Context: an optimization exercise on an open-source flow, tuned for small area, a short achievable clock period and few clock cycles. The choices shown serve that exercise and are no tape-out recipe. The RTL was checked by simulation tests, not by an equivalence proof against the original design. Power and IR drop assume default switching activity.

==> design.v <==
`timescale 1ns / 1ps
module ControlUnit (
    input  logic        clk,
    input  logic        reset,
    input  logic [31:0] instrCode,
    output logic        regFileWe,
    output logic [ 3:0] aluControl,
    output logic        aluSrcMuxSel,
    output logic        dataWe,
    output logic [ 2:0] RFWDSrcMuxSel,
    output logic        branch,
    output logic        jal,
    output logic        jalr,
    output logic        PCEn,
    output logic        transfer,
    input  logic        ready
);
    wire [6:0] opcode = instrCode[6:0];
    wire [3:0] operators = {
        instrCode[30], instrCode[14:12]
    };   
    logic [10:0] signals;
    assign {PCEn, regFileWe, aluSrcMuxSel, dataWe, RFWDSrcMuxSel, branch, jal, jalr,transfer} = signals;
    typedef enum {
        FETCH,
        DECODE,
        R_EXE,
        I_EXE,
        B_EXE,
        LU_EXE,
        AU_EXE,
        J_EXE,
        JL_EXE,
        S_EXE,
        S_MEM,
        L_EXE,
        L_MEM,
        L_WB
    } state_e;
    state_e state, state_next;
    always_ff @(posedge clk, posedge reset) begin
        if (reset) state <= FETCH;
        else state <= state_next;
    end
    always_comb begin
        state_next = state;
        case (state)
            FETCH:  state_next = DECODE;
            DECODE: begin
                case (opcode)
                    7'b0110011:  state_next = R_EXE;
                    7'b0100011:  state_next = S_EXE;
                    7'b0000011:  state_next = L_EXE;
                    7'b0010011:  state_next = I_EXE;
                    7'b1100011:  state_next = B_EXE;
                    7'b0110111: state_next = LU_EXE;
                    7'b0010111: state_next = AU_EXE;
                    7'b1101111:  state_next = J_EXE;
                    7'b1100111: state_next = JL_EXE;
                endcase
            end
            R_EXE:  state_next = FETCH;
            S_EXE:  state_next = S_MEM;
            S_MEM:  if (ready) state_next = FETCH;
            L_EXE:  state_next = L_MEM;
            L_MEM:  if (ready) state_next = L_WB;
            L_WB:   state_next = FETCH;
            I_EXE:  state_next = FETCH;
            B_EXE:  state_next = FETCH;
            LU_EXE: state_next = FETCH;
            AU_EXE: state_next = FETCH;
            J_EXE:  state_next = FETCH;
            JL_EXE: state_next = FETCH;
        endcase
    end
    always_comb begin
        signals = 11'b0_0_0_0_000_0_0_0_0;
        aluControl = operators;
        case (state)
            FETCH:  signals = 11'b1_0_0_0_000_0_0_0_0;
            DECODE: signals = 11'b0_0_0_0_000_0_0_0_0;
            R_EXE:  signals = 11'b0_1_0_0_000_0_0_0_0;
            S_EXE: begin
                signals    = 11'b0_0_1_0_000_0_0_0_0;
                aluControl = 4'b0000;
            end
            S_MEM:  signals = 11'b0_0_1_1_000_0_0_0_1;
            L_EXE: begin
                signals = 11'b0_0_1_0_001_0_0_0_0;
                aluControl = 4'b0000;
            end
            L_MEM:  signals = 11'b0_0_1_0_001_0_0_0_1;
            L_WB:   signals = 11'b0_1_1_0_001_0_0_0_0;
            I_EXE: begin
                signals = 11'b0_1_1_0_000_0_0_0_0;
                if (operators == 4'b1101)
                    aluControl = operators;   
                else aluControl = {1'b0, operators[2:0]};   
            end
            B_EXE:  signals = 11'b0_0_0_0_000_1_0_0_0;
            LU_EXE: signals = 11'b0_1_0_0_010_0_0_0_0;
            AU_EXE: signals = 11'b0_1_0_0_011_0_0_0_0;
            J_EXE:  signals = 11'b0_1_0_0_100_0_1_0_0;
            JL_EXE: begin
                signals    = 11'b0_1_0_0_100_0_1_1_0;
                aluControl = 4'b0000;
            end
        endcase
    end
endmodule
`timescale 1ns / 1ps
module DataPath (
    input  logic        clk,
    input  logic        reset,
    input  logic        regFileWe,
    input  logic [ 3:0] aluControl,
    input  logic        aluSrcMuxSel,
    input  logic [ 2:0] RFWDSrcMuxSel,
    input  logic        branch,
    input  logic        jal,
    input  logic        jalr,
    input  logic        PCEn,
    output logic [31:0] instrMemAddr,
    input  logic [31:0] instrCode,
    output logic [31:0] dataAddr,
    output logic [31:0] dataWData,
    input  logic [31:0] dataRData
);
    logic [31:0] aluResult, RFData1, RFData2;
    logic [31:0] PCSrcData, PCOutData, PC_Imm_Adder_SrcMuxOut;
    logic [31:0] immExt, aluSrcMuxOut, RFWDSrcMuxOut;
    logic btaken, PCSrcMuxSel;
    logic [31:0] PC_Imm_AdderResult, PC_4_AdderResult, PCSrcMuxOut;
    logic [31:0] DecReg_RFData1, DecReg_RFData2, DecReg_immExt;
    logic [31:0] ExeReg_aluResult, ExeReg_RFData2, ExeReg_PCSrcMuxOut, MemAccReg_dataRData;
    assign instrMemAddr = PCOutData;
    assign dataAddr     = ExeReg_aluResult;
    assign dataWData    = ExeReg_RFData2;
    assign PCSrcMuxSel  = jal | (btaken & branch);
    RegisterFile U_RegFile (
        .clk(clk),
        .we(regFileWe),
        .RAddr1(instrCode[19:15]),
        .RAddr2(instrCode[24:20]),
        .WAddr(instrCode[11:7]),
        .WData(RFWDSrcMuxOut),
        .RData1(RFData1),
        .RData2(RFData2)
    );
    register U_DecReg_RFRD1 (
        .clk  (clk),
        .reset(reset),
        .d    (RFData1),
        .q    (DecReg_RFData1)
    );
    register U_DecReg_RFRD2 (
        .clk  (clk),
        .reset(reset),
        .d    (RFData2),
        .q    (DecReg_RFData2)
    );
    register U_ExeReg_RFRD2 (
        .clk  (clk),
        .reset(reset),
        .d    (DecReg_RFData2),
        .q    (ExeReg_RFData2)
    );
    mux_2x1 U_ALUSrcMux (
        .sel(aluSrcMuxSel),
        .x0 (DecReg_RFData2),
        .x1 (DecReg_immExt),
        .y  (aluSrcMuxOut)
    );
    register U_MemAccReg_dataRData (
        .clk  (clk),
        .reset(reset),
        .d    (dataRData),
        .q    (MemAccReg_dataRData)
    );
    mux_5x1 U_RFWDSrcMux (
        .sel(RFWDSrcMuxSel),
        .x0 (aluResult),
        .x1 (MemAccReg_dataRData),
        .x2 (DecReg_immExt),
        .x3 (PC_Imm_AdderResult),
        .x4 (PC_4_AdderResult),
        .y  (RFWDSrcMuxOut)
    );
    alu U_ALU (
        .aluControl(aluControl),
        .a(DecReg_RFData1),
        .b(aluSrcMuxOut),
        .btaken(btaken),
        .result(aluResult)
    );
    register U_ExeReg_ALU (
        .clk  (clk),
        .reset(reset),
        .d    (aluResult),
        .q    (ExeReg_aluResult)
    );
    extend U_ImmExtend (
        .instrCode(instrCode),
        .immExt(immExt)
    );
    register U_DecReg_ImmExtend (
        .clk  (clk),
        .reset(reset),
        .d    (immExt),
        .q    (DecReg_immExt)
    );
    mux_2x1 U_PC_Imm_Adder_SrcMux (
        .sel(jalr),
        .x0 (PCOutData),
        .x1 (RFData1),
        .y  (PC_Imm_Adder_SrcMuxOut)
    );
    adder U_PC_Imm_Adder (
        .a(DecReg_immExt),
        .b(PC_Imm_Adder_SrcMuxOut),
        .y(PC_Imm_AdderResult)
    );
    adder U_PC_4_Adder (
        .a(32'd4),
        .b(PCOutData),
        .y(PC_4_AdderResult)
    );
    mux_2x1 U_PCSrcMux (
        .sel(PCSrcMuxSel),
        .x0 (PC_4_AdderResult),
        .x1 (PC_Imm_AdderResult),
        .y  (PCSrcMuxOut)
    );
    register U_ExeReg_PCSrcMux (
        .clk  (clk),
        .reset(reset),
        .d    (PCSrcMuxOut),
        .q    (ExeReg_PCSrcMuxOut)
    );
    registerEn U_PC (
        .clk  (clk),
        .reset(reset),
        .en   (PCEn),
        .d    (ExeReg_PCSrcMuxOut),
        .q    (PCOutData)
    );
endmodule
module alu (
    input  logic [ 3:0] aluControl,
    input  logic [31:0] a,
    input  logic [31:0] b,
    output logic        btaken,
    output logic [31:0] result
);
    always_comb begin
        case (aluControl)
            4'b0000:    result = a + b;
            4'b1000:    result = a - b;
            4'b0001:    result = a << b;
            4'b0101:    result = a >> b;
            4'b1101:    result = $signed(a) >>> b[4:0];
            4'b0010:    result = ($signed(a) < $signed(b)) ? 1 : 0;
            4'b0011:   result = (a < b) ? 1 : 0;
            4'b0100:    result = a ^ b;
            4'b0110:     result = a | b;
            4'b0111:    result = a & b;
            default: result = 32'b0;
        endcase
    end
    always_comb begin : branch_processor
        btaken = 1'b0;
        case (aluControl[2:0])
            3'b000:    btaken = (a == b);
            3'b001:    btaken = (a != b);
            3'b100:    btaken = ($signed(a) < $signed(b));
            3'b101:    btaken = ($signed(a) >= $signed(b));
            3'b110:   btaken = (a < b);
            3'b111:   btaken = (a >= b);
            default: btaken = 1'b0;
        endcase
    end
endmodule
module register (
    input  logic        clk,
    input  logic        reset,
    input  logic [31:0] d,
    output logic [31:0] q
);
    always_ff @(posedge clk, posedge reset) begin
        if (reset) q <= 0;
        else q <= d;
    end
endmodule
module registerEn (
    input  logic        clk,
    input  logic        reset,
    input  logic        en,
    input  logic [31:0] d,
    output logic [31:0] q
);
    always_ff @(posedge clk, posedge reset) begin
        if (reset) q <= 0;
        else begin
            if (en) q <= d;
        end
    end
endmodule
module adder (
    input  logic [31:0] a,
    input  logic [31:0] b,
    output logic [31:0] y
);
    assign y = a + b;
endmodule
module RegisterFile (
    input  logic        clk,
    input  logic        we,
    input  logic [ 4:0] RAddr1,
    input  logic [ 4:0] RAddr2,
    input  logic [ 4:0] WAddr,
    input  logic [31:0] WData,
    output logic [31:0] RData1,
    output logic [31:0] RData2
);
    logic [31:0] RegFile[0:2**5-1];
    always_ff @(posedge clk) begin
        if (we) RegFile[WAddr] <= WData;
    end
    assign RData1 = (RAddr1 != 0) ? RegFile[RAddr1] : 32'b0;
    assign RData2 = (RAddr2 != 0) ? RegFile[RAddr2] : 32'b0;
endmodule
module mux_2x1 (
    input  logic        sel,
    input  logic [31:0] x0,
    input  logic [31:0] x1,
    output logic [31:0] y
);
    always_comb begin
        case (sel)
            1'b0:    y = x0;
            1'b1:    y = x1;
            default: y = 32'b0;
        endcase
    end
endmodule
module mux_5x1 (
    input  logic [ 2:0] sel,
    input  logic [31:0] x0,
    input  logic [31:0] x1,
    input  logic [31:0] x2,
    input  logic [31:0] x3,
    input  logic [31:0] x4,
    output logic [31:0] y
);
    always_comb begin
        y = 32'b0;
        case (sel)
            3'd0: y = x0;
            3'd1: y = x1;
            3'd2: y = x2;
            3'd3: y = x3;
            3'd4: y = x4;
        endcase
    end
endmodule
module extend (
    input  logic [31:0] instrCode,
    output logic [31:0] immExt
);
    wire [6:0] opcode = instrCode[6:0];
    wire [2:0] func3 = instrCode[14:12];
    always_comb begin
        immExt = 32'b0;
        case (opcode)
            7'b0110011: immExt = 32'b0;
            7'b0000011: immExt = {{20{instrCode[31]}}, instrCode[31:20]};
            7'b0100011:
            immExt = {{20{instrCode[31]}}, instrCode[31:25], instrCode[11:7]};
            7'b0010011: begin
                case (func3)
                    3'b001:  immExt = {27'b0, instrCode[24:20]};
                    3'b101:  immExt = {27'b0, instrCode[24:20]};
                    3'b011:  immExt = {20'b0, instrCode[31:20]};
                    default: immExt = {{20{instrCode[31]}}, instrCode[31:20]};
                endcase
            end
            7'b1100011:
            immExt = {
                {20{instrCode[31]}},
                instrCode[7],
                instrCode[30:25],
                instrCode[11:8],
                1'b0
            };
            7'b0110111: immExt = {instrCode[31:12], 12'b0};
            7'b0010111: immExt = {instrCode[31:12], 12'b0};
            7'b1101111:
            immExt = {
                {12{instrCode[31]}},
                instrCode[19:12],
                instrCode[20],
                instrCode[30:21],
                1'b0
            };
            7'b1100111: immExt = {{20{instrCode[31]}}, instrCode[31:20]};
            default: immExt = 32'b0;
        endcase
    end
endmodule
`timescale 1ns / 1ps
module RV32I_Core (
    input  logic        clk,
    input  logic        reset,
    input  logic [31:0] instrCode,
    output logic [31:0] instrMemAddr,
    output logic        dataWe,
    output logic [31:0] dataAddr,
    output logic [31:0] dataWData,
    input  logic [31:0] dataRData,
    output logic        transfer,
    input  logic        ready
);
    logic        regFileWe;
    logic [ 3:0] aluControl;
    logic        aluSrcMuxSel;
    logic [ 2:0] RFWDSrcMuxSel;
    logic        branch;
    logic        jal;
    logic        jalr;
    logic        PCEn;
    ControlUnit U_ControlUnit (.*);
    DataPath U_DataPath (.*);
endmodule
==> run.sh <==
#!/bin/bash
# synth_recipe.tcl (not shown) runs the flow's synth.tcl, then flattens the netlist and writes it again
# the make line also repeats each setting of config.mk as NAME=value (left out here)
make -C /OpenROAD-flow-scripts/flow DESIGN_CONFIG=/design/flow/config.mk WORK_HOME=/design/flow/orfs CLKGATE_MAP_FILE= SYNTH_SCRIPT=/design/flow/synth_recipe.tcl finish
==> config.mk <==
export PLATFORM = sky130hd
export DESIGN_NAME = RV32I_Core
export DESIGN_NICKNAME = RV32I_Core
export VERILOG_FILES = /design/flow/design.v
export SDC_FILE = /design/flow/constraint.sdc
export NUM_CORES = 4
export LEC_CHECK = 0
export CAP_MARGIN = 20
export CORE_MARGIN = 2
export CORE_UTILIZATION = 40
export SLEW_MARGIN = 20
==> constraint.sdc <==
create_clock -name core_clock -period 8.0 [get_ports {clk}]
set_input_delay 1.6000 -clock core_clock [delete_from_list [all_inputs] [get_ports {clk}]]
set_output_delay 1.6000 -clock core_clock [all_outputs]
set_load 0.01 [all_outputs]
==> notes.md <==
## kinds of logic after synthesis
logic type / share of synthesized area
AOI/OAI and AO/OA: 0.0862
xor gates and xnor gates: 0.00922
adders and majority gates: 0.0231
buffers and inverters: 0.0272
DFF: 0.545
muxes: 0.256
and+or+nand+nor: 0.0539
## routing by layer
layer,GRT usage,share of wire
met1,0.361,0.37
met2,0.469,0.49
met3,0.0437,0.078
met4,0.159,0.064
met5,0,0.00016
## registers in the layout, indices dropped and copies added (netlist names)
register,cells
U_DataPath.U_RegFile.RegFile,1024
U_DataPath.U_DecReg_ImmExtend.q,32
U_DataPath.U_DecReg_RFRD1.q,32
U_DataPath.U_DecReg_RFRD2.q,32
U_DataPath.U_ExeReg_ALU.q,32
U_DataPath.U_ExeReg_PCSrcMux.q,32
U_DataPath.U_ExeReg_RFRD2.q,32
U_DataPath.U_MemAccReg_dataRData.q,32
U_DataPath.U_PC.q,32
U_ControlUnit.state,4
## worst reg2reg max path, stage by stage (launching register included)
cell      delay [ps]
dfrtp_1          670
nor2b_1          310
o22ai_4          760
mux2i_1          740
ha_1             470
or2_2            370
nor2_1           550
nand3_1          200
nand2_1          110
o221ai_1         250
a21oi_4          460
and2b_4          250
nor2_1            50
xnor2_1          320
o311ai_0         210
buf_4            230
a221o_1          600
buf_6            280
## cell type report
| class | count | area share |
|---|---|---|
| antenna | 6 | 0.000192 |
| timing repair buffer | 354 | 0.0431 |
| clock inverter | 56 | 0.00836 |
| clock buffer | 191 | 0.0501 |
| inverter | 143 | 0.00695 |
| sequential | 1284 | 0.477 |
| multi-input combinational | 2778 | 0.379 |
| tap | 2218 | 0.0355 |
## cell usage in the layout, fill, tap and decap left out, drive strengths merged, types with 35 or more instances in the layout
master and instances:
a211oi 44, a21o 64, a21oi 220, a22oi 35, buf 201, clkbuf 191
clkdlybuf4s50 153, clkinv 37, dfrtp 260, edfxtp 1024, ha 122, inv 145
mux2 72, mux2i 209, mux4 647, nand2 229, nand2b 55, nand3 53
nor2 256, nor3 48, o21ai 158, o221ai 37, xnor2 42
## metrics by stage
| stage | setup slack, ps | area [um2] | total power (W) | utilization | hold slack [ps] |
|---|---|---|---|---|---|
| floorplan | 113 | 68400 | 0.0133 | - | 353 |
| global placement | 402 | 73500 | 0.0166 | 0.433 | 431 |
| CTS | 804 | 78100 | 0.0230 | 0.460 | 438 |
| detailed placement | 403 | 73500 | 0.0166 | 0.433 | 426 |
| global route | 756 | 78100 | 0.0239 | 0.460 | 439 |
| finish | 939 | 78100 | 0.0231 | 0.461 | 427 |
## final timing paths
path                       cells after the start  slack, ps                                 startpoint                                           end
min                                            0        430  U_DataPath.U_DecReg_RFRD2.q[17]$_DFF_PP0_     U_DataPath.U_ExeReg_RFRD2.q[17]$_DFF_PP0_
min in group asynchronous                      2       1260                                      reset     U_DataPath.U_DecReg_RFRD1.q[18]$_DFF_PP0_
max                                           17        940         U_ControlUnit.state[1]$_DFFE_PP0P_  U_DataPath.U_RegFile.RegFile[3][0]$_DFFE_PP_
max reg2reg                                   17        940         U_ControlUnit.state[1]$_DFFE_PP0P_  U_DataPath.U_RegFile.RegFile[3][0]$_DFFE_PP_
min reg2reg                                    0        430  U_DataPath.U_DecReg_RFRD2.q[17]$_DFF_PP0_     U_DataPath.U_ExeReg_RFRD2.q[17]$_DFF_PP0_
max in group asynchronous                      4       4980                                      reset            U_ControlUnit.state[1]$_DFFE_PP0P_
## power groups by stage
stage          Combinational, W  Clock, W  Sequential [W]
2_1_floorplan           0.00441         0         0.00892
6_report                0.00771   0.00648         0.00896
4_1_cts                 0.00751   0.00656         0.00896
3_3_place_gp            0.00748         0         0.00908
3_5_place_dp            0.00749         0         0.00909
5_1_grt                 0.00809   0.00682         0.00898
==> notes.md <==
The total routing resource utilization after global routing is 0.285. The shortest period the worst path allows is 7060 ps. The chip height came out at 417 um. Entering global routing, the biggest net connects 135 pins. The proportion of synthesized chip area in sequential cells is 0.545. The source-to-sink clock delay at the later pin of the worst-skew pair came out at 790 ps. The number of global-route vias before repair came to 46200.

Walking the worst path, the cells encountered are nor2b_1 > o22ai_4 > mux2i_1 > ha_1 > or2_2 > nor2_1 > nand3_1 > nand2_1 > o221ai_1 > a21oi_4 > and2b_4 > nor2_1 > xnor2_1 > o311ai_0 > buf_4 > a221o_1 > buf_6. The total leakage power came out at 27.6 nW. The count of non-filler cells in the finished layout is 7030. Summed over all failing endpoints, the final setup total negative slack is 0 ps. Detailed placement ended at an HPWL of 166 mm. In the synthesized netlist the dominant register cell turns out to be edfxtp_1. After global routing the overflow that remains totals 0. In the final layout, the share of cells above drive strength 1 is 0.254. Among all cell types in the netlist, the one instantiated most often is edfxtp_1.

The total via count in the routed design is 46100. The net count after synthesis came out at 4719. The count of buffer and inverter cells on the critical path came out at 2.

Setup repair after global routing left no endpoint under its margin. By instance count, the cell type seen most on the critical path is nor2_1. The share of synthesized area in the top cell type comes to 0.450. Among all stages on the critical path, the largest delay is contributed by o22ai_4. The number of synthesized register bits is 1284.

The number of failing hold endpoints at the final stage is 0. Broken down by cell family, the worst path's largest delay share belongs to compound AO/OA/AOI/OAI gates. TritonCTS built the clock tree. The net switching component of the power is 0.00824 W.

The area taken by flip-flops and latches is 0.0373 mm2. The critical path is of the reg2reg type. The worst setup path is captured at a flip-flop. After filler insertion, the fill cell instance count of the layout stands at 14600. By area the synthesized netlist is led by edfxtp_1 (45%), mux4_2 (21%), dfrtp_1 (9.5%). The number of buffers added on ports is 164. Yosys mapped the design onto 104 distinct sky130hd cell types. The area growth from synthesis to layout is 14.3%. The timing-limited maximum frequency came out at 142 MHz. edfxtp_1 takes more of the synthesized area than any other cell.

The clock transition at the register clock pins on the worst setup and hold paths after CTS is 60 ps. The multi-input logic area is 0.0296 mm2. The count of nets left with antenna violations after detail routing came out at 0. The normalized max-slew margin is 0.243. In this run, synthesis inferred 1024 flip-flops with an integrated enable. The switching share of power is 0.356. The average wire length per cell after detail routing is 35.4 um.

The final net count came out at 4890. In the routed design, unresolved DRC markers number 0. The fraction of registers with async set or reset after synthesis came out at 0.202. At the pin with the least slew margin, the transition time is 1130 ps. Clock tree synthesis inserted a total of 138 buffers. For the worst setup path, the data required time is 8530 ps. Across the routed clock network, the largest skew measured is 35.4 ps.

The count of standard-cell rows came out at 151. The initial utilization of the core area, before any placement, comes to 0.403. The congestion estimate from routability-driven global placement came to 0.989. The commonest cells after synthesis are edfxtp_1 (1024), mux4_2 (647), dfrtp_1 (260).

The cell count after placement is 6776. In this run the worst hold path is classified as reg2reg. The total die area came out at 0.174 mm2.

The number of endpoints failing setup at the final stage came out at 0. The number of DRC markers in iteration 0 came out at 5866. The clock tree synthesis step divided the H-tree into 4 levels.

The average instance area after synthesis is 15.1 um2. The startpoint kind of the worst setup timing path is a flip-flop. The clock drives 1284 sinks. The worst-case vdd ir drop is 0.197 mV. The I/O pin count is 165. The total count of max-transition violations in the final report is 0. The initial antenna violation count came to 12.

The flow ran to the end and the layout has no timing, DRC or antenna violations. The cell chosen for the clock root is clkbuf_16. The clock network fraction of total power came out at 0.280.

The average vias per placed instance is 6.55. In this run the worst path has a maximum fanout of 18. The number of max-capacitance violations reported is 0. The number of iterations in the first detailed-routing pass is 7. The post-cts gate resize count is 0. The clock tree buffer depth came out at 3.

The critical path arrival came out at 7590 ps. The number of warnings printed during yosys synthesis is 8. The core region is 0.170 mm2. The first global-routing pass estimated 351 mm of wire.

The cell area power density came out at 296 mW/mm2. The post-synthesis cell count came out at 4528. After clock tree synthesis, the setup repair step added 0 buffers.

In this run the horizontal extent of the chip is 417 um. The total wire length after detailed routing came out at 249 mm. The internal power contribution is 0.0149 W. The final period utilization came out at 0.883. The delay contributed by the slowest stage of the critical path came out at 760 ps.

The combinational share of power is 0.333. The count of hold buffers inserted by post-cts repair is 0. The area of the mapped netlist came out at 0.0684 mm2. The share of total power in sequential cells is 0.387.
Testbench counts, summed over its fixed seeds: cycles 94,057.

-- port drivers added, routing unchanged --
The flow's constraints put no driver on any port. The routed layout listed below was extracted and timed again, unchanged, in two steps. Step 1 assumes that a clkbuf_16 drives the clock port and a buf_2 every other input. Step 2, shift: input delay + t, output delay - t, t = (earliest + latest rising clock arrival at the registers) / 2. This alone moves slack from input paths to output paths. Three values: ideal, step 1, step 2; two values: the first two.
t, ns: 0.849
setup WS [ns]: 0.939 / 0.939 / 0.308
latest minus earliest clock arrival (ns): 0.035 / 0.035
slew at the worst register clock pin (ns): 0.07 / 0.07
pins driven straight from the clock port: 1
After both steps this run still meets setup and hold. For this run, drivers alone change the setup slack by 0.000 ns; drivers and shift together by -0.631 ns.
